This is an optimization exercise on Yosys and OpenROAD, whose aim is small area, not a production implementation. The RTL was checked by simulation tests, not by an equivalence proof against the original design. Power figures rest on the tool's default switching activity, not on a simulated workload.

$ cat flow/run.sh
#!/bin/bash
# synth_recipe.tcl (not shown) runs the flow's synth.tcl, then flattens the netlist and writes it again
# the make line also repeats each setting of config.mk as NAME=value (left out here)
make -C /OpenROAD-flow-scripts/flow DESIGN_CONFIG=/design/flow/config.mk WORK_HOME=/design/flow/orfs CLKGATE_MAP_FILE= SYNTH_SCRIPT=/design/flow/synth_recipe.tcl finish
$ cat flow/design.v
module slave_template (
	clk,
	reset,
	slave_address,
	slave_read,
	slave_write,
	slave_readdata,
	slave_writedata,
	slave_byteenable,
	slave_irq,
	user_dataout_0,
	user_dataout_1,
	user_dataout_2,
	user_dataout_3,
	user_dataout_4,
	user_dataout_5,
	user_dataout_6,
	user_dataout_7,
	user_dataout_8,
	user_dataout_9,
	user_dataout_10,
	user_dataout_11,
	user_dataout_12,
	user_dataout_13,
	user_dataout_14,
	user_dataout_15,
	user_datain_0,
	user_datain_1,
	user_datain_2,
	user_datain_3,
	user_datain_4,
	user_datain_5,
	user_datain_6,
	user_datain_7,
	user_datain_8,
	user_datain_9,
	user_datain_10,
	user_datain_11,
	user_datain_12,
	user_datain_13,
	user_datain_14,
	user_datain_15,
	user_chipselect,
	user_byteenable,
	user_write,
	user_read
);
	parameter DATA_WIDTH = 32;           
	parameter ENABLE_SYNC_SIGNALS = 0;   
	parameter MODE_0 = 2;                
	parameter MODE_1 = 2;                
	parameter MODE_2 = 2;                
	parameter MODE_3 = 2;                
	parameter MODE_4 = 2;                
	parameter MODE_5 = 2;                
	parameter MODE_6 = 2;                
	parameter MODE_7 = 2;                
	parameter MODE_8 = 2;                
	parameter MODE_9 = 2;                
	parameter MODE_10 = 2;                
	parameter MODE_11 = 2;                
	parameter MODE_12 = 2;                
	parameter MODE_13 = 2;                
	parameter MODE_14 = 2;                
	parameter MODE_15 = 2;                
	parameter IRQ_EN = 1;				  
	input clk;
	input reset;
	input [8:0] slave_address;
	input slave_read;
	input slave_write;
	output wire [DATA_WIDTH-1:0] slave_readdata;
	input [DATA_WIDTH-1:0] slave_writedata;
	input [(DATA_WIDTH/8)-1:0] slave_byteenable;
	output wire slave_irq;
	output wire [DATA_WIDTH-1:0] user_dataout_0;
	output wire [DATA_WIDTH-1:0] user_dataout_1;
	output wire [DATA_WIDTH-1:0] user_dataout_2;
	output wire [DATA_WIDTH-1:0] user_dataout_3;
	output wire [DATA_WIDTH-1:0] user_dataout_4;
	output wire [DATA_WIDTH-1:0] user_dataout_5;
	output wire [DATA_WIDTH-1:0] user_dataout_6;
	output wire [DATA_WIDTH-1:0] user_dataout_7;
	output wire [DATA_WIDTH-1:0] user_dataout_8;
	output wire [DATA_WIDTH-1:0] user_dataout_9;
	output wire [DATA_WIDTH-1:0] user_dataout_10;
	output wire [DATA_WIDTH-1:0] user_dataout_11;
	output wire [DATA_WIDTH-1:0] user_dataout_12;
	output wire [DATA_WIDTH-1:0] user_dataout_13;
	output wire [DATA_WIDTH-1:0] user_dataout_14;
	output wire [DATA_WIDTH-1:0] user_dataout_15;
	input [DATA_WIDTH-1:0] user_datain_0;
	input [DATA_WIDTH-1:0] user_datain_1;
	input [DATA_WIDTH-1:0] user_datain_2;
	input [DATA_WIDTH-1:0] user_datain_3;
	input [DATA_WIDTH-1:0] user_datain_4;
	input [DATA_WIDTH-1:0] user_datain_5;
	input [DATA_WIDTH-1:0] user_datain_6;
	input [DATA_WIDTH-1:0] user_datain_7;
	input [DATA_WIDTH-1:0] user_datain_8;
	input [DATA_WIDTH-1:0] user_datain_9;
	input [DATA_WIDTH-1:0] user_datain_10;
	input [DATA_WIDTH-1:0] user_datain_11;
	input [DATA_WIDTH-1:0] user_datain_12;
	input [DATA_WIDTH-1:0] user_datain_13;
	input [DATA_WIDTH-1:0] user_datain_14;
	input [DATA_WIDTH-1:0] user_datain_15;
	output wire [15:0] user_chipselect;
	output wire [(DATA_WIDTH/8)-1:0] user_byteenable;
	output wire user_write;
	output wire user_read;
	wire [(DATA_WIDTH/8)-1:0] internal_byteenable;   
	reg [(DATA_WIDTH/8)-1:0] internal_byteenable_d1;
	wire [15:0] address_decode;
	reg [15:0] address_decode_d1;          
	wire [3:0] address_bank_decode;        
	reg [3:0] address_bank_decode_d1;      
    reg slave_read_d1;                     
    reg slave_read_d2;                     
    reg slave_write_d1;                    
	reg [DATA_WIDTH-1:0] user_datain_0_d1;
	reg [DATA_WIDTH-1:0] user_datain_1_d1;
	reg [DATA_WIDTH-1:0] user_datain_2_d1;
	reg [DATA_WIDTH-1:0] user_datain_3_d1;
	reg [DATA_WIDTH-1:0] user_datain_4_d1;
	reg [DATA_WIDTH-1:0] user_datain_5_d1;
	reg [DATA_WIDTH-1:0] user_datain_6_d1;
	reg [DATA_WIDTH-1:0] user_datain_7_d1;
	reg [DATA_WIDTH-1:0] user_datain_8_d1;
	reg [DATA_WIDTH-1:0] user_datain_9_d1;
	reg [DATA_WIDTH-1:0] user_datain_10_d1;
	reg [DATA_WIDTH-1:0] user_datain_11_d1;
	reg [DATA_WIDTH-1:0] user_datain_12_d1;
	reg [DATA_WIDTH-1:0] user_datain_13_d1;
	reg [DATA_WIDTH-1:0] user_datain_14_d1;
	reg [DATA_WIDTH-1:0] user_datain_15_d1;
	reg [DATA_WIDTH-1:0] mux_first_stage_a;       
	reg [DATA_WIDTH-1:0] mux_first_stage_b;       
	reg [DATA_WIDTH-1:0] mux_first_stage_c;       
	reg [DATA_WIDTH-1:0] mux_first_stage_d;       
	reg [DATA_WIDTH-1:0] int_mux_first_stage_a;       
	reg [DATA_WIDTH-1:0] int_mux_first_stage_b;       
	reg [DATA_WIDTH-1:0] int_mux_first_stage_c;       
	reg [DATA_WIDTH-1:0] int_mux_first_stage_d;       
	reg [DATA_WIDTH-1:0] read_from_user;
	reg [DATA_WIDTH-1:0] read_from_int_regs;
	wire [DATA_WIDTH-1:0] readdata_0;
	wire [DATA_WIDTH-1:0] readdata_1;
	wire [DATA_WIDTH-1:0] readdata_2;
	wire [DATA_WIDTH-1:0] readdata_3;
	wire [DATA_WIDTH-1:0] readdata_4;
	wire [DATA_WIDTH-1:0] readdata_5;
	wire [DATA_WIDTH-1:0] readdata_6;
	wire [DATA_WIDTH-1:0] readdata_7;
	wire [DATA_WIDTH-1:0] readdata_8;
	wire [DATA_WIDTH-1:0] readdata_9;
	wire [DATA_WIDTH-1:0] readdata_10;
	wire [DATA_WIDTH-1:0] readdata_11;
	wire [DATA_WIDTH-1:0] readdata_12;
	wire [DATA_WIDTH-1:0] readdata_13;
	wire [DATA_WIDTH-1:0] readdata_14;
	wire [DATA_WIDTH-1:0] readdata_15;
	wire [15:0] irq_out;
	wire [DATA_WIDTH-1:0] priority_int_src;
	wire user_datain_reg_en;
	wire user_dataout_reg_en;
	wire irq_mask_reg_en;
	wire edge_capture_reg_en;
	reg [1:0] read_sel_d1;                 
	reg [1:0] read_sel_d2;
	reg [1:0] read_sel_d3;
	reg [4:0] priority_int_src_d1;         
	reg [4:0] priority_int_src_d2;
	reg [4:0] priority_int_src_d3;
	generate
		if (DATA_WIDTH == 8)
		begin
			assign internal_byteenable = 1'b1;
		end
		else
		begin
			assign internal_byteenable = slave_byteenable;
		end
	endgenerate
	assign address_decode[0] = (slave_address[7:4] == 4'b0000) & (slave_write | slave_read);
	assign address_decode[1] = (slave_address[7:4] == 4'b0001) & (slave_write | slave_read);
	assign address_decode[2] = (slave_address[7:4] == 4'b0010) & (slave_write | slave_read);
	assign address_decode[3] = (slave_address[7:4] == 4'b0011) & (slave_write | slave_read);
	assign address_decode[4] = (slave_address[7:4] == 4'b0100) & (slave_write | slave_read);
	assign address_decode[5] = (slave_address[7:4] == 4'b0101) & (slave_write | slave_read);
	assign address_decode[6] = (slave_address[7:4] == 4'b0110) & (slave_write | slave_read);
	assign address_decode[7] = (slave_address[7:4] == 4'b0111) & (slave_write | slave_read);
	assign address_decode[8] = (slave_address[7:4] == 4'b1000) & (slave_write | slave_read);
	assign address_decode[9] = (slave_address[7:4] == 4'b1001) & (slave_write | slave_read);
	assign address_decode[10] = (slave_address[7:4] == 4'b1010) & (slave_write | slave_read);
	assign address_decode[11] = (slave_address[7:4] == 4'b1011) & (slave_write | slave_read);
	assign address_decode[12] = (slave_address[7:4] == 4'b1100) & (slave_write | slave_read);
	assign address_decode[13] = (slave_address[7:4] == 4'b1101) & (slave_write | slave_read);
	assign address_decode[14] = (slave_address[7:4] == 4'b1110) & (slave_write | slave_read);
	assign address_decode[15] = (slave_address[7:4] == 4'b1111) & (slave_write | slave_read);
	assign address_bank_decode[0] = (address_decode_d1[3:0] != 0)? 1'b1 : 1'b0;
	assign address_bank_decode[1] = (address_decode_d1[7:4] != 0)? 1'b1 : 1'b0;
	assign address_bank_decode[2] = (address_decode_d1[11:8] != 0)? 1'b1 : 1'b0;
	assign address_bank_decode[3] = (address_decode_d1[15:12] != 0)? 1'b1 : 1'b0;
	assign user_datain_reg_en  = (slave_address[1:0] == 2'b00);
	assign user_dataout_reg_en = (slave_address[1:0] == 2'b01);
	assign irq_mask_reg_en     = (slave_address[1:0] == 2'b10);
	assign edge_capture_reg_en = (slave_address[1:0] == 2'b11);
	always @ (posedge clk or posedge reset)
	begin
		if (reset == 1)
		begin
			slave_read_d1 <= 0;
			slave_read_d2 <= 0;
			slave_write_d1 <= 0;
			address_decode_d1 <= 0;
			address_bank_decode_d1 <= 0;
			internal_byteenable_d1 <= 0;
			user_datain_0_d1 <= 0;
			user_datain_1_d1 <= 0;
			user_datain_2_d1 <= 0;
			user_datain_3_d1 <= 0;
			user_datain_4_d1 <= 0;
			user_datain_5_d1 <= 0;
			user_datain_6_d1 <= 0;
			user_datain_7_d1 <= 0;
			user_datain_8_d1 <= 0;
			user_datain_9_d1 <= 0;
			user_datain_10_d1 <= 0;
			user_datain_11_d1 <= 0;
			user_datain_12_d1 <= 0;
			user_datain_13_d1 <= 0;
			user_datain_14_d1 <= 0;
			user_datain_15_d1 <= 0;
		end
		else
		begin
			slave_read_d1 <= slave_read;
			slave_read_d2 <= slave_read_d1;
			slave_write_d1 <= slave_write;
			internal_byteenable_d1 <= internal_byteenable;
			if((slave_read == 1) | (slave_write == 1))
			begin
				address_decode_d1 <= address_decode;
			end
			if(slave_read_d1 == 1)
			begin
				address_bank_decode_d1 <= address_bank_decode;
			end
			if((address_decode[0] == 1) & (slave_read == 1))
			begin
				user_datain_0_d1 <= user_datain_0;
			end
			if((address_decode[1] == 1) & (slave_read == 1))
			begin
				user_datain_1_d1 <= user_datain_1;
			end
			if((address_decode[2] == 1) & (slave_read == 1))
			begin
				user_datain_2_d1 <= user_datain_2;
			end
			if((address_decode[3] == 1) & (slave_read == 1))
			begin
				user_datain_3_d1 <= user_datain_3;
			end
			if((address_decode[4] == 1) & (slave_read == 1))
			begin
				user_datain_4_d1 <= user_datain_4;
			end
			if((address_decode[5] == 1) & (slave_read == 1))
			begin
				user_datain_5_d1 <= user_datain_5;
			end
			if((address_decode[6] == 1) & (slave_read == 1))
			begin
				user_datain_6_d1 <= user_datain_6;
			end
			if((address_decode[7] == 1) & (slave_read == 1))
			begin
				user_datain_7_d1 <= user_datain_7;
			end
			if((address_decode[8] == 1) & (slave_read == 1))
			begin
				user_datain_8_d1 <= user_datain_8;
			end
			if((address_decode[9] == 1) & (slave_read == 1))
			begin
				user_datain_9_d1 <= user_datain_9;
			end
			if((address_decode[10] == 1) & (slave_read == 1))
			begin
				user_datain_10_d1 <= user_datain_10;
			end
			if((address_decode[11] == 1) & (slave_read == 1))
			begin
				user_datain_11_d1 <= user_datain_11;
			end
			if((address_decode[12] == 1) & (slave_read == 1))
			begin
				user_datain_12_d1 <= user_datain_12;
			end
			if((address_decode[13] == 1) & (slave_read == 1))
			begin
				user_datain_13_d1 <= user_datain_13;
			end
			if((address_decode[14] == 1) & (slave_read == 1))
			begin
				user_datain_14_d1 <= user_datain_14;
			end
			if((address_decode[15] == 1) & (slave_read == 1))
			begin
				user_datain_15_d1 <= user_datain_15;
			end
		end
	end
	generate
	  if ((IRQ_EN == 1) && ((MODE_0 == 1) || (MODE_0 == 2)))
	  begin
	    interrupt_logic interrupt_0 (clk, reset, user_datain_0, slave_write, slave_writedata, address_decode[0], irq_mask_reg_en, edge_capture_reg_en, readdata_0, irq_out[0]);
		  defparam interrupt_0.DATA_WIDTH = DATA_WIDTH;
	  end
	  else
	  begin
	    assign readdata_0 = 0;
	    assign irq_out[0] = 1'b0;
      end
	  if ((IRQ_EN == 1) && ((MODE_1 == 1) || (MODE_1 == 2)))
	  begin
	    interrupt_logic interrupt_1 (clk, reset, user_datain_1, slave_write, slave_writedata, address_decode[1],  irq_mask_reg_en, edge_capture_reg_en, readdata_1, irq_out[1]);
		  defparam interrupt_1.DATA_WIDTH = DATA_WIDTH;
	  end
	  else
	  begin
	    assign readdata_1 = 0;
	    assign irq_out[1] = 1'b0;
      end
	  if ((IRQ_EN == 1) && ((MODE_2 == 1) || (MODE_2 == 2)))
	  begin
	    interrupt_logic interrupt_2 (clk, reset, user_datain_2, slave_write, slave_writedata, address_decode[2], irq_mask_reg_en, edge_capture_reg_en, readdata_2, irq_out[2]);
		  defparam interrupt_2.DATA_WIDTH = DATA_WIDTH;
	  end
	  else
	  begin
	    assign readdata_2 = 0;
	    assign irq_out[2] = 1'b0;
      end
	  if ((IRQ_EN == 1) && ((MODE_3 == 1) || (MODE_3 == 2)))
	  begin
	    interrupt_logic interrupt_3 (clk, reset, user_datain_3, slave_write, slave_writedata, address_decode[3], irq_mask_reg_en, edge_capture_reg_en, readdata_3, irq_out[3]);
		  defparam interrupt_3.DATA_WIDTH = DATA_WIDTH;
	  end
	  else
	  begin
	    assign readdata_3 = 0;
	    assign irq_out[3] = 1'b0;
      end
	  if ((IRQ_EN == 1) && ((MODE_4 == 1) || (MODE_4 == 2)))
	  begin
	    interrupt_logic interrupt_4 (clk, reset, user_datain_4, slave_write, slave_writedata, address_decode[4], irq_mask_reg_en, edge_capture_reg_en, readdata_4, irq_out[4]);
		  defparam interrupt_4.DATA_WIDTH = DATA_WIDTH;
	  end
	  else
	  begin
	    assign readdata_4 = 0;
	    assign irq_out[4] = 1'b0;
      end
	  if ((IRQ_EN == 1) && ((MODE_5 == 1) || (MODE_5 == 2)))
	  begin
	    interrupt_logic interrupt_5 (clk, reset, user_datain_5, slave_write, slave_writedata, address_decode[5], irq_mask_reg_en, edge_capture_reg_en, readdata_5, irq_out[5]);
		  defparam interrupt_5.DATA_WIDTH = DATA_WIDTH;
	  end
	  else
	  begin
	    assign readdata_5 = 0;
	    assign irq_out[5] = 1'b0;
      end
	  if ((IRQ_EN == 1) && ((MODE_6 == 1) || (MODE_6 == 2)))
	  begin
	    interrupt_logic interrupt_6 (clk, reset, user_datain_6, slave_write, slave_writedata, address_decode[6], irq_mask_reg_en, edge_capture_reg_en, readdata_6, irq_out[6]);
		  defparam interrupt_6.DATA_WIDTH = DATA_WIDTH;
	  end
	  else
	  begin
	    assign readdata_6 = 0;
	    assign irq_out[6] = 1'b0;
      end
	  if ((IRQ_EN == 1) && ((MODE_7 == 1) || (MODE_7 == 2)))
	  begin
	    interrupt_logic interrupt_7 (clk, reset, user_datain_7, slave_write, slave_writedata, address_decode[7], irq_mask_reg_en, edge_capture_reg_en, readdata_7, irq_out[7]);
		  defparam interrupt_7.DATA_WIDTH = DATA_WIDTH;
	  end
	  else
	  begin
	    assign readdata_7 = 0;
	    assign irq_out[7] = 1'b0;
      end
	  if ((IRQ_EN == 1) && ((MODE_8 == 1) || (MODE_8 == 2)))
	  begin
	    interrupt_logic interrupt_8 (clk, reset, user_datain_8, slave_write, slave_writedata, address_decode[8], irq_mask_reg_en, edge_capture_reg_en, readdata_8, irq_out[8]);
		  defparam interrupt_8.DATA_WIDTH = DATA_WIDTH;
	  end
	  else
	  begin
	    assign readdata_8 = 0;
	    assign irq_out[8] = 1'b0;
      end
	  if ((IRQ_EN == 1) && ((MODE_9 == 1) || (MODE_9 == 2)))
	  begin
	    interrupt_logic interrupt_9 (clk, reset, user_datain_9, slave_write, slave_writedata, address_decode[9], irq_mask_reg_en, edge_capture_reg_en, readdata_9, irq_out[9]);
		  defparam interrupt_9.DATA_WIDTH = DATA_WIDTH;
	  end
	  else
	  begin
	    assign readdata_9 = 0;
	    assign irq_out[9] = 1'b0;
      end
	  if ((IRQ_EN == 1) && ((MODE_10 == 1) || (MODE_10 == 2)))
	  begin
	    interrupt_logic interrupt_10 (clk, reset, user_datain_10, slave_write, slave_writedata, address_decode[10], irq_mask_reg_en, edge_capture_reg_en, readdata_10, irq_out[10]);
		  defparam interrupt_10.DATA_WIDTH = DATA_WIDTH;
	  end
	  else
	  begin
	    assign readdata_10 = 0;
	    assign irq_out[10] = 1'b0;
      end
	  if ((IRQ_EN == 1) && ((MODE_11 == 1) || (MODE_11 == 2)))
	  begin
	    interrupt_logic interrupt_11 (clk, reset, user_datain_11, slave_write, slave_writedata, address_decode[11], irq_mask_reg_en, edge_capture_reg_en, readdata_11, irq_out[11]);
		  defparam interrupt_11.DATA_WIDTH = DATA_WIDTH;
	  end
	  else
	  begin
	    assign readdata_11 = 0;
	    assign irq_out[11] = 1'b0;
      end
	  if ((IRQ_EN == 1) && ((MODE_12 == 1) || (MODE_12 == 2)))
	  begin
	    interrupt_logic interrupt_12 (clk, reset, user_datain_12, slave_write, slave_writedata, address_decode[12], irq_mask_reg_en, edge_capture_reg_en, readdata_12, irq_out[12]);
		  defparam interrupt_12.DATA_WIDTH = DATA_WIDTH;
	  end
	  else
	  begin
	    assign readdata_12 = 0;
	    assign irq_out[12] = 1'b0;
      end
	  if ((IRQ_EN == 1) && ((MODE_13 == 1) || (MODE_13 == 2)))
	  begin
	    interrupt_logic interrupt_13 (clk, reset, user_datain_13, slave_write, slave_writedata, address_decode[13], irq_mask_reg_en, edge_capture_reg_en, readdata_13, irq_out[13]);
		  defparam interrupt_13.DATA_WIDTH = DATA_WIDTH;
	  end
	  else
	  begin
	    assign readdata_13 = 0;
	    assign irq_out[13] = 1'b0;
      end
	  if ((IRQ_EN == 1) && ((MODE_14 == 1) || (MODE_14 == 2)))
	  begin
	    interrupt_logic interrupt_14 (clk, reset, user_datain_14, slave_write, slave_writedata, address_decode[14], irq_mask_reg_en, edge_capture_reg_en, readdata_14, irq_out[14]);
		  defparam interrupt_14.DATA_WIDTH = DATA_WIDTH;
	  end
	  else
	  begin
	    assign readdata_14 = 0;
	    assign irq_out[14] = 1'b0;
      end
	  if ((IRQ_EN == 1) && ((MODE_15 == 1) || (MODE_15 == 2)))
	  begin
	    interrupt_logic interrupt_15 (clk, reset, user_datain_15, slave_write, slave_writedata, address_decode[15], irq_mask_reg_en, edge_capture_reg_en, readdata_15, irq_out[15]);
		  defparam interrupt_15.DATA_WIDTH = DATA_WIDTH;
	  end
	  else
	  begin
	    assign readdata_15 = 0;
	    assign irq_out[15] = 1'b0;
      end
	endgenerate
	register_with_bytelanes register_0 (clk,reset,slave_writedata,slave_write&address_decode[0]&user_dataout_reg_en,internal_byteenable,user_dataout_0);
		defparam register_0.DATA_WIDTH = DATA_WIDTH;
	register_with_bytelanes register_1 (clk,reset,slave_writedata,slave_write&address_decode[1]&user_dataout_reg_en,internal_byteenable,user_dataout_1);
		defparam register_1.DATA_WIDTH = DATA_WIDTH;
	register_with_bytelanes register_2 (clk,reset,slave_writedata,slave_write&address_decode[2]&user_dataout_reg_en,internal_byteenable,user_dataout_2);
		defparam register_2.DATA_WIDTH = DATA_WIDTH;
	register_with_bytelanes register_3 (clk,reset,slave_writedata,slave_write&address_decode[3]&user_dataout_reg_en,internal_byteenable,user_dataout_3);
		defparam register_3.DATA_WIDTH = DATA_WIDTH;
	register_with_bytelanes register_4 (clk,reset,slave_writedata,slave_write&address_decode[4]&user_dataout_reg_en,internal_byteenable,user_dataout_4);
		defparam register_4.DATA_WIDTH = DATA_WIDTH;
	register_with_bytelanes register_5 (clk,reset,slave_writedata,slave_write&address_decode[5]&user_dataout_reg_en,internal_byteenable,user_dataout_5);
		defparam register_5.DATA_WIDTH = DATA_WIDTH;
	register_with_bytelanes register_6 (clk,reset,slave_writedata,slave_write&address_decode[6]&user_dataout_reg_en,internal_byteenable,user_dataout_6);
		defparam register_6.DATA_WIDTH = DATA_WIDTH;
	register_with_bytelanes register_7 (clk,reset,slave_writedata,slave_write&address_decode[7]&user_dataout_reg_en,internal_byteenable,user_dataout_7);
		defparam register_7.DATA_WIDTH = DATA_WIDTH;
	register_with_bytelanes register_8 (clk,reset,slave_writedata,slave_write&address_decode[8]&user_dataout_reg_en,internal_byteenable,user_dataout_8);
		defparam register_8.DATA_WIDTH = DATA_WIDTH;
	register_with_bytelanes register_9 (clk,reset,slave_writedata,slave_write&address_decode[9]&user_dataout_reg_en,internal_byteenable,user_dataout_9);
		defparam register_9.DATA_WIDTH = DATA_WIDTH;
	register_with_bytelanes register_10 (clk,reset,slave_writedata,slave_write&address_decode[10]&user_dataout_reg_en,internal_byteenable,user_dataout_10);
		defparam register_10.DATA_WIDTH = DATA_WIDTH;
	register_with_bytelanes register_11 (clk,reset,slave_writedata,slave_write&address_decode[11]&user_dataout_reg_en,internal_byteenable,user_dataout_11);
		defparam register_11.DATA_WIDTH = DATA_WIDTH;
	register_with_bytelanes register_12 (clk,reset,slave_writedata,slave_write&address_decode[12]&user_dataout_reg_en,internal_byteenable,user_dataout_12);
		defparam register_12.DATA_WIDTH = DATA_WIDTH;
	register_with_bytelanes register_13 (clk,reset,slave_writedata,slave_write&address_decode[13]&user_dataout_reg_en,internal_byteenable,user_dataout_13);
		defparam register_13.DATA_WIDTH = DATA_WIDTH;
	register_with_bytelanes register_14 (clk,reset,slave_writedata,slave_write&address_decode[14]&user_dataout_reg_en,internal_byteenable,user_dataout_14);
		defparam register_14.DATA_WIDTH = DATA_WIDTH;
	register_with_bytelanes register_15 (clk,reset,slave_writedata,slave_write&address_decode[15]&user_dataout_reg_en,internal_byteenable,user_dataout_15);
		defparam register_15.DATA_WIDTH = DATA_WIDTH;
	always @ (posedge clk)
	begin
			if (slave_read_d1 == 1)   
			begin
				case (address_decode_d1[3:0])
					4'b0001: mux_first_stage_a <= (MODE_0 == 3)? user_dataout_0 : user_datain_0_d1;
					4'b0010: mux_first_stage_a <= (MODE_1 == 3)? user_dataout_1 : user_datain_1_d1;
					4'b0100: mux_first_stage_a <= (MODE_2 == 3)? user_dataout_2 : user_datain_2_d1;
					4'b1000: mux_first_stage_a <= (MODE_3 == 3)? user_dataout_3 : user_datain_3_d1;
				endcase
				case (address_decode_d1[7:4])
					4'b0001: mux_first_stage_b <= (MODE_4 == 3)? user_dataout_4 : user_datain_4_d1;
					4'b0010: mux_first_stage_b <= (MODE_5 == 3)? user_dataout_5 : user_datain_5_d1;
					4'b0100: mux_first_stage_b <= (MODE_6 == 3)? user_dataout_6 : user_datain_6_d1;
					4'b1000: mux_first_stage_b <= (MODE_7 == 3)? user_dataout_7 : user_datain_7_d1;
				endcase
				case (address_decode_d1[11:8])
					4'b0001: mux_first_stage_c <= (MODE_8 == 3)? user_dataout_8 : user_datain_8_d1;
					4'b0010: mux_first_stage_c <= (MODE_9 == 3)? user_dataout_9 : user_datain_9_d1;
					4'b0100: mux_first_stage_c <= (MODE_10 == 3)? user_dataout_10 : user_datain_10_d1;
					4'b1000: mux_first_stage_c <= (MODE_11 == 3)? user_dataout_11 : user_datain_11_d1;
				endcase
				case (address_decode_d1[15:12])
					4'b0001: mux_first_stage_d <= (MODE_12 == 3)? user_dataout_12 : user_datain_12_d1;
					4'b0010: mux_first_stage_d <= (MODE_13 == 3)? user_dataout_13 : user_datain_13_d1;
					4'b0100: mux_first_stage_d <= (MODE_14 == 3)? user_dataout_14 : user_datain_14_d1;
					4'b1000: mux_first_stage_d <= (MODE_15 == 3)? user_dataout_15 : user_datain_15_d1;
				endcase
			end
	end
	always @ (posedge clk or posedge reset)
	begin
		if (reset == 1)
		begin
			read_from_user <= 0;
		end
		else
		begin
			if (slave_read_d2 == 1)   
			begin
				case (address_bank_decode_d1[3:0])
					4'b0001: read_from_user <= mux_first_stage_a;
					4'b0010: read_from_user <= mux_first_stage_b;
					4'b0100: read_from_user <= mux_first_stage_c;
					4'b1000: read_from_user <= mux_first_stage_d;
				endcase
			end
		end
	end
	always @ (posedge clk)
	begin
			if (slave_read_d1 == 1)   
			begin
				case (address_decode_d1[3:0])
					4'b0001: int_mux_first_stage_a <= readdata_0;
					4'b0010: int_mux_first_stage_a <= readdata_1;
					4'b0100: int_mux_first_stage_a <= readdata_2;
					4'b1000: int_mux_first_stage_a <= readdata_3;
				endcase
				case (address_decode_d1[7:4])
					4'b0001: int_mux_first_stage_b <= readdata_4;
					4'b0010: int_mux_first_stage_b <= readdata_5;
					4'b0100: int_mux_first_stage_b <= readdata_6;
					4'b1000: int_mux_first_stage_b <= readdata_7;
				endcase
				case (address_decode_d1[11:8])
					4'b0001: int_mux_first_stage_c <= readdata_8;
					4'b0010: int_mux_first_stage_c <= readdata_9;
					4'b0100: int_mux_first_stage_c <= readdata_10;
					4'b1000: int_mux_first_stage_c <= readdata_11;
				endcase
				case (address_decode_d1[15:12])
					4'b0001: int_mux_first_stage_d <= readdata_12;
					4'b0010: int_mux_first_stage_d <= readdata_13;
					4'b0100: int_mux_first_stage_d <= readdata_14;
					4'b1000: int_mux_first_stage_d <= readdata_15;
				endcase
			end
	end
	always @ (posedge clk or posedge reset)
	begin
		if (reset == 1)
		begin
			read_from_int_regs <= 0;
		end
		else
		begin
			if (slave_read_d2 == 1)   
			begin
				case (address_bank_decode_d1[3:0])
					4'b0001: read_from_int_regs <= int_mux_first_stage_a;
					4'b0010: read_from_int_regs <= int_mux_first_stage_b;
					4'b0100: read_from_int_regs <= int_mux_first_stage_c;
					4'b1000: read_from_int_regs <= int_mux_first_stage_d;
				endcase
			end
		end
	end
    assign priority_int_src = (irq_out[0] == 1) ? 1 :
						  (irq_out[1] == 1) ? 2 :
						  (irq_out[2] == 1) ? 3 :
						  (irq_out[3] == 1) ? 4 :
						  (irq_out[4] == 1) ? 5 :
						  (irq_out[5] == 1) ? 6 :
						  (irq_out[6] == 1) ? 7 :
						  (irq_out[7] == 1) ? 8 :
						  (irq_out[8] == 1) ? 9 :
						  (irq_out[9] == 1) ? 10 :
						  (irq_out[10] == 1) ? 11 :
						  (irq_out[11] == 1) ? 12 :
						  (irq_out[12] == 1) ? 13 :
						  (irq_out[13] == 1) ? 14 :
						  (irq_out[14] == 1) ? 15 :
						  (irq_out[15] == 1) ? 16 : 0;	
	assign user_write = slave_write_d1;   
	assign user_read = slave_read;
	assign user_chipselect = (slave_write_d1 == 1)? address_decode_d1 : address_decode;   
	assign user_byteenable = (slave_write_d1 == 1)? internal_byteenable_d1 : internal_byteenable;   
	always @ (posedge clk or posedge reset)
	begin
		if (reset == 1)
		begin
			read_sel_d1 <= 0;
			read_sel_d2 <= 0;
			read_sel_d3 <= 0;
			priority_int_src_d1 <= 0;
			priority_int_src_d2 <= 0;
			priority_int_src_d3 <= 0;
		end
		else
		begin
			read_sel_d1 <= {(slave_address == 9'h100), user_datain_reg_en};
			read_sel_d2 <= read_sel_d1;
			read_sel_d3 <= read_sel_d2;
			priority_int_src_d1 <= priority_int_src[4:0];
			priority_int_src_d2 <= priority_int_src_d1;
			priority_int_src_d3 <= priority_int_src_d2;
		end
	end
	assign slave_readdata = (read_sel_d3[1] == 1)? {{(DATA_WIDTH-5){1'b0}}, priority_int_src_d3} : (read_sel_d3[0] == 1)? read_from_user : read_from_int_regs;
	assign slave_irq = | (irq_out);
endmodule
module register_with_bytelanes (
	clk,
	reset,
	data_in,
	write,
	byte_enables,
	data_out
);
	parameter DATA_WIDTH = 32;
	input clk;
	input reset;
	input [DATA_WIDTH-1:0] data_in;
	input write;
	input [(DATA_WIDTH/8)-1:0] byte_enables;
	output reg [DATA_WIDTH-1:0] data_out;
	generate
	genvar LANE;
		for(LANE = 0; LANE < (DATA_WIDTH/8); LANE = LANE+1)
		begin: register_bytelane_generation	
			always @ (posedge clk or posedge reset)
			begin
				if(reset == 1)
				begin
					data_out[(LANE*8)+7:(LANE*8)] <= 0;
				end
				else
				begin
					if((byte_enables[LANE] == 1) & (write == 1))
					begin
						data_out[(LANE*8)+7:(LANE*8)] <= data_in[(LANE*8)+7:(LANE*8)];   
					end
				end
			end
		end
	endgenerate
endmodule
module interrupt_logic (
  clk,
  reset,
  data_in,
  write,
  write_data,
  address_decode,
  irq_mask_reg_en,
  edge_capture_reg_en,
  read_data,
  irq_out
);
parameter DATA_WIDTH = 32;
input clk;
input reset;
input [DATA_WIDTH-1:0] data_in;
input write;
input [DATA_WIDTH-1:0] write_data;
input address_decode;
input irq_mask_reg_en;
input edge_capture_reg_en;
output reg [DATA_WIDTH-1:0] read_data;
output wire irq_out;
reg [DATA_WIDTH-1:0] data_in_d1;
reg [DATA_WIDTH-1:0] data_in_d2;
reg [DATA_WIDTH-1:0] data_in_d3;
wire [DATA_WIDTH-1:0] edge_detect;
reg [DATA_WIDTH-1:0] edge_capture;
reg [DATA_WIDTH-1:0] irq_mask;
wire edge_capture_wr_strobe;
wire irq_mask_wr_strobe;
wire [DATA_WIDTH-1:0] readdata_mux;
always @ (posedge clk or posedge reset)
begin
  if (reset == 1)
  begin
    irq_mask <= 0;
  end
  else if (irq_mask_wr_strobe)
  begin
    irq_mask <= write_data;    
  end
end
always @ (posedge clk or posedge reset)
begin
  if (reset == 1)
  begin
    data_in_d1 <= 0;
    data_in_d2 <= 0;
  end
  else
  begin
    data_in_d1 <= data_in;
    data_in_d2 <= data_in_d1;
  end
end
always @ (posedge clk or posedge reset)
begin
  if (reset == 1)
  begin
    data_in_d3 <= 0;
  end
  else
  begin
    data_in_d3 <= data_in_d2;    
  end
end
assign edge_detect = data_in_d2 & ~data_in_d3; 
generate
genvar BIT;
for(BIT = 0; BIT < DATA_WIDTH; BIT = BIT + 1)
begin: edge_capture_generation	
  always @ (posedge clk or posedge reset)
  begin
    if (reset == 1)
    begin
      edge_capture[BIT] <= 0;
    end
    else 
	begin
	  if (edge_capture_wr_strobe && write_data[BIT])
        edge_capture[BIT] <= 0;
	  else if (edge_detect[BIT])
	    edge_capture[BIT] <= 1;
    end
  end
end
endgenerate
always @ (posedge clk or posedge reset)
begin
  if (reset == 1)
  begin
    read_data <= 0;
  end
  else
  begin
    read_data <= readdata_mux;    
  end
end
assign readdata_mux = ({DATA_WIDTH{(irq_mask_reg_en == 1'b1)}} & irq_mask) | ({DATA_WIDTH{(edge_capture_reg_en == 1'b1)}} & edge_capture);
assign irq_mask_wr_strobe = (write == 1'b1) && (address_decode == 1'b1) && (irq_mask_reg_en == 1'b1);
assign edge_capture_wr_strobe = (write == 1'b1) && (address_decode == 1'b1) && (edge_capture_reg_en == 1'b1);
assign irq_out = |(edge_capture & irq_mask);
endmodule
$ cat flow/constraint.sdc
create_clock -name core_clock -period 6.0 [get_ports {clk}]
set_input_delay 1.2000 -clock core_clock [delete_from_list [all_inputs] [get_ports {clk}]]
set_output_delay 1.2000 -clock core_clock [all_outputs]
set_load 0.01 [all_outputs]
$ cat flow/config.mk
export PLATFORM = sky130hd
export DESIGN_NAME = slave_template
export DESIGN_NICKNAME = slave_template
export VERILOG_FILES = /design/flow/design.v
export SDC_FILE = /design/flow/constraint.sdc
export NUM_CORES = 4
export LEC_CHECK = 0
export CAP_MARGIN = 20
export CORE_MARGIN = 2
export CORE_UTILIZATION = 40
export SLEW_MARGIN = 20
==> impl_metrics.yaml <==
run_status:
  outcome: "no timing/DRC/antenna violations"
floorplan:
  dieArea_um2: 403000
  num_rows: 231
  core_um2: 396000
  fp.dieW_um: 635
  ios: 1128
  start_util_pct: 40.2
  fp.dieH_um: 635
detailed_routing:
  viasPerCell: 5.62
  drt_iter0_drc: 13200
  vias: 100000
  finalWirelength_um: 617000
  wl_per_cell_um: 34.6
  first_pass_iters: 12
  ant_nets: 0
  drc: 0
synth:
  syn_nets: 11500
  synth_top_area_share_pct: 66.1
  synth_area_leaders: "dfrtp_1 66%, mux2_2 10%, edfxtp_1 4.8%, a21oi_1 3.7%, mux2i_1 3.4%"
  synthCells: 10900
  ys_types: 52
  yosys_warnings: 3
  synth.ff_latch_count: 4464
  postSynthAreaPerCell_um2: 14.6
  synth_top_cell_by_area: "dfrtp_1"
  synth-async-reset-ratio_pct: 94.3
  netlist_area_um2: 159000
  ys_seq_area_share_pct: 71.0
  synth_flop_cell: "dfrtp_1"
  synth-edff-count: 256
clocking:
  cts-htree-levels: 5
  path_clk_slew_ns: 0.07
  cts_root_buf: "clkbuf_16"
  cts_sinks: 4464
  clk_latency_ns: 1.03
  clock_path_buffers: 4
  numCtsBuffers: 454
  post_cts.repair.setup_buffers: 0
  cts_tree: "done"
hold_path:
  holdCritPathClass: "reg -> reg"
  hp-start: "genblk8.interrupt_6.data_in_d1[1]$_DFF_PP0_"
job:
  drv_cap: 0
power:
  ir_drop_mv: 0.277
  finalPower_mw: 72.8
  powerDensity_nw_per_um2: 377
  p_leak_nw: 87.7
critical_path:
  criticalPathCategory: "reg -> out"
  reg2reg_slack_ns: 2.12
  critPathBufInv: 1
  cp.arrival_ns: 4.44
  crit_top_cell: "nand4_1"
  startpoint: "genblk8.interrupt_6.edge_capture[22]$_DFFE_PP0P_"
  startpoint_type: "flip-flop"
  slowest_delay_ns: 0.52
  r2r_start: "address_decode_d1[11]$_DFFE_PP0N_"
  required_ns: 4.80
  cpMaxStageDelayCell: "nand4_1"
  crit_chain: "a22oi_1, nand4_1, nor3_1, nand4_1, nor2_1, nand3_1, or2_2, clkdlybuf4s50_1"
  crit_family: "simple AND/OR/NAND/NOR gates"
  critPathMaxFanout: 3
  endpoint_kind: "output port"
cells_and_area:
  utilization_pct: 48.8
  nNetsFinal: 12700
  mostFrequentLayoutCell: "dfrtp_1"
  most-common-layout-cells: "4206 x dfrtp_1, 1481 x mux2_2, 1171 x a21oi_1"
  drive_above_1_share_pct: 21.4
  final_area_um2: 193000
  stdcell_count: 17800
  syn2layout_area_growth_pct: 21.4
sta:
  finalClockSkew_ns: 0.0607
  min_period_over_period_pct: 94.0
  fmax_mhz: 177
  final_hold_viol_count: 0
  fin_tns_setup_ns: 0
  layout_setup_ws_ns: 0.361
  relSlewSlack_pct: 15.0
  finalSetupViolations: 0
  drv_slew: 0
  worst_pin_slew_ns: 1.27
  fin_crit_ns: 5.64
  hold_ws_ns: 0.315
  rsz0062_at_grt: "no"
placed_design:
  dp_worst_setup_slack_ns: 1.09
  dp_hpwl_um: 444000
  place_inst: 16900
  port_buffers: 1127
  dpl_cell_area_um2: 177000
  finalWeightedCongestion: 0.969
global_route:
  grtUsageTotal_pct: 30.2
  antenna_found_initial: 92
  grt_max_degree: 212
  grt_pass1_wl_um: 843000
  grt_pass1_vias: 103000
  grt_overflow: 0
==> layer usage <==
metal	global-route usage, %	vias to the layer above	wire [um]
li1	-	40800	-
met1	39.5	53500	243000
met2	45.4	4760	276000
met3	7.54	1080	54900
met4	18.0	28	41900
met5	0	-	194
==> synth_stat cells, drive strengths merged (2+ instances only) <==
master     n
a21boi     4
a21o      79
a21oi   1171
a221oi     4
a222oi   320
a22o       4
a22oi    248
a31o       2
buf      205
clkbuf   413
dfrtp   4208
edfxtp   256
inv      516
mux2    1543
mux2i    544
nand2    555
nand2b     4
nand3     24
nand3b     2
nand4     59
nor2     165
nor2b    515
nor3      17
nor4      14
nor4b     16
o21ai     11
o31ai     13
or2        2
or3        5
or4        3
==> where the power goes <==
| part | total, mW | switching (mW) | internal [mW] | leakage, nW |
|---|---|---|---|---|
| Clock | 29.9 | 12.3 | 17.5 | 7.82 |
| Sequential | 34.9 | 1.89 | 33.0 | 53.1 |
| Combinational | 8.09 | 5.02 | 3.07 | 26.8 |
| Total | 72.8 | 19.2 | 53.6 | 87.7 |
==> final cells by class <==
type | count | area, um^2
sequential | 4464 | 113000
multi-input combinational | 5331 | 42100
inverter | 516 | 1940
fill | 33900 | 203000
antenna | 44 | 110
clock inverter | 191 | 2550
timing repair buffer | 1388 | 13700
tap | 5242 | 6560
clock buffer | 649 | 13300
==> repair_timing <==
| action | in CTS | in global routing |
|---|---|---|
| hold buffers | 0 | 0 |
| setup endpoints to repair | 1 | 0 |
| resized for setup | 1 | 0 |
==> cells by family after synthesis <==
group | count (synthesis) | share of synthesized area, %
mux | 2087 | 14.3
flops | 4464 | 71.0
xor+xnor | 1 | 0.00550
simple gates | 1383 | 4.49
buf+inv | 1134 | 2.77
compound gates | 1860 | 7.43
==> final timing paths <==
path / end / cells past startpoint
worst min register to register: genblk8.interrupt_6.data_in_d2[1]$_DFF_PP0_ / 0
max in group asynchronous: genblk14.interrupt_12.data_in_d1[10]$_DFF_PP0_ / 5
worst max register to register: mux_first_stage_c[21]$_DFFE_PP_ / 6
worst min-delay path: genblk8.interrupt_6.data_in_d2[1]$_DFF_PP0_ / 0
min in group asynchronous: genblk7.interrupt_5.data_in_d2[8]$_DFF_PP0_ / 3
worst max-delay path: slave_irq / 8
==> worst reg2reg max path, delay by kind of cell, from the launching register on <==
| kind | cells | cell delay [ns] |
|---|---|---|
| flops | 1 | 0.78 |
| compound gates | 1 | 0.71 |
| buf+inv | 2 | 0.99 |
| simple gates | 3 | 1.07 |

-- separate check: timing with driven ports --
The results above use ideal ports. As a check the final layout listed here was re-extracted and re-timed, cells and wires unchanged. Step 1 (the two cells are an assumption about what drives the block):
set clk [get_ports {clk}]
set_driving_cell -lib_cell sky130_fd_sc_hd__clkbuf_16 $clk
set_driving_cell -lib_cell sky130_fd_sc_hd__buf_2 [delete_from_list [all_inputs] $clk]
Step 2 moves the port delays by t, midway between the first and last clock arrival at a register: inputs arrive t later, outputs are due t later. That takes back most of the time a late clock gives input paths. a / b / c = no drivers / after step 1 / after step 2; a / b = the first two.
shift t [ns]: 1.124
slack for setup (ns): 0.361 / 0.236 / 0.980
worst hold slack (ns): 0.315 / 0.315 / 0.315
latest minus earliest clock arrival (ns): 0.068 / 0.068
worst register clock-pin slew, ns: 0.07 / 0.07
After both steps this run still meets setup and hold. The setup slack of this run moves by -0.125 ns with the drivers and by +0.619 ns with both steps.
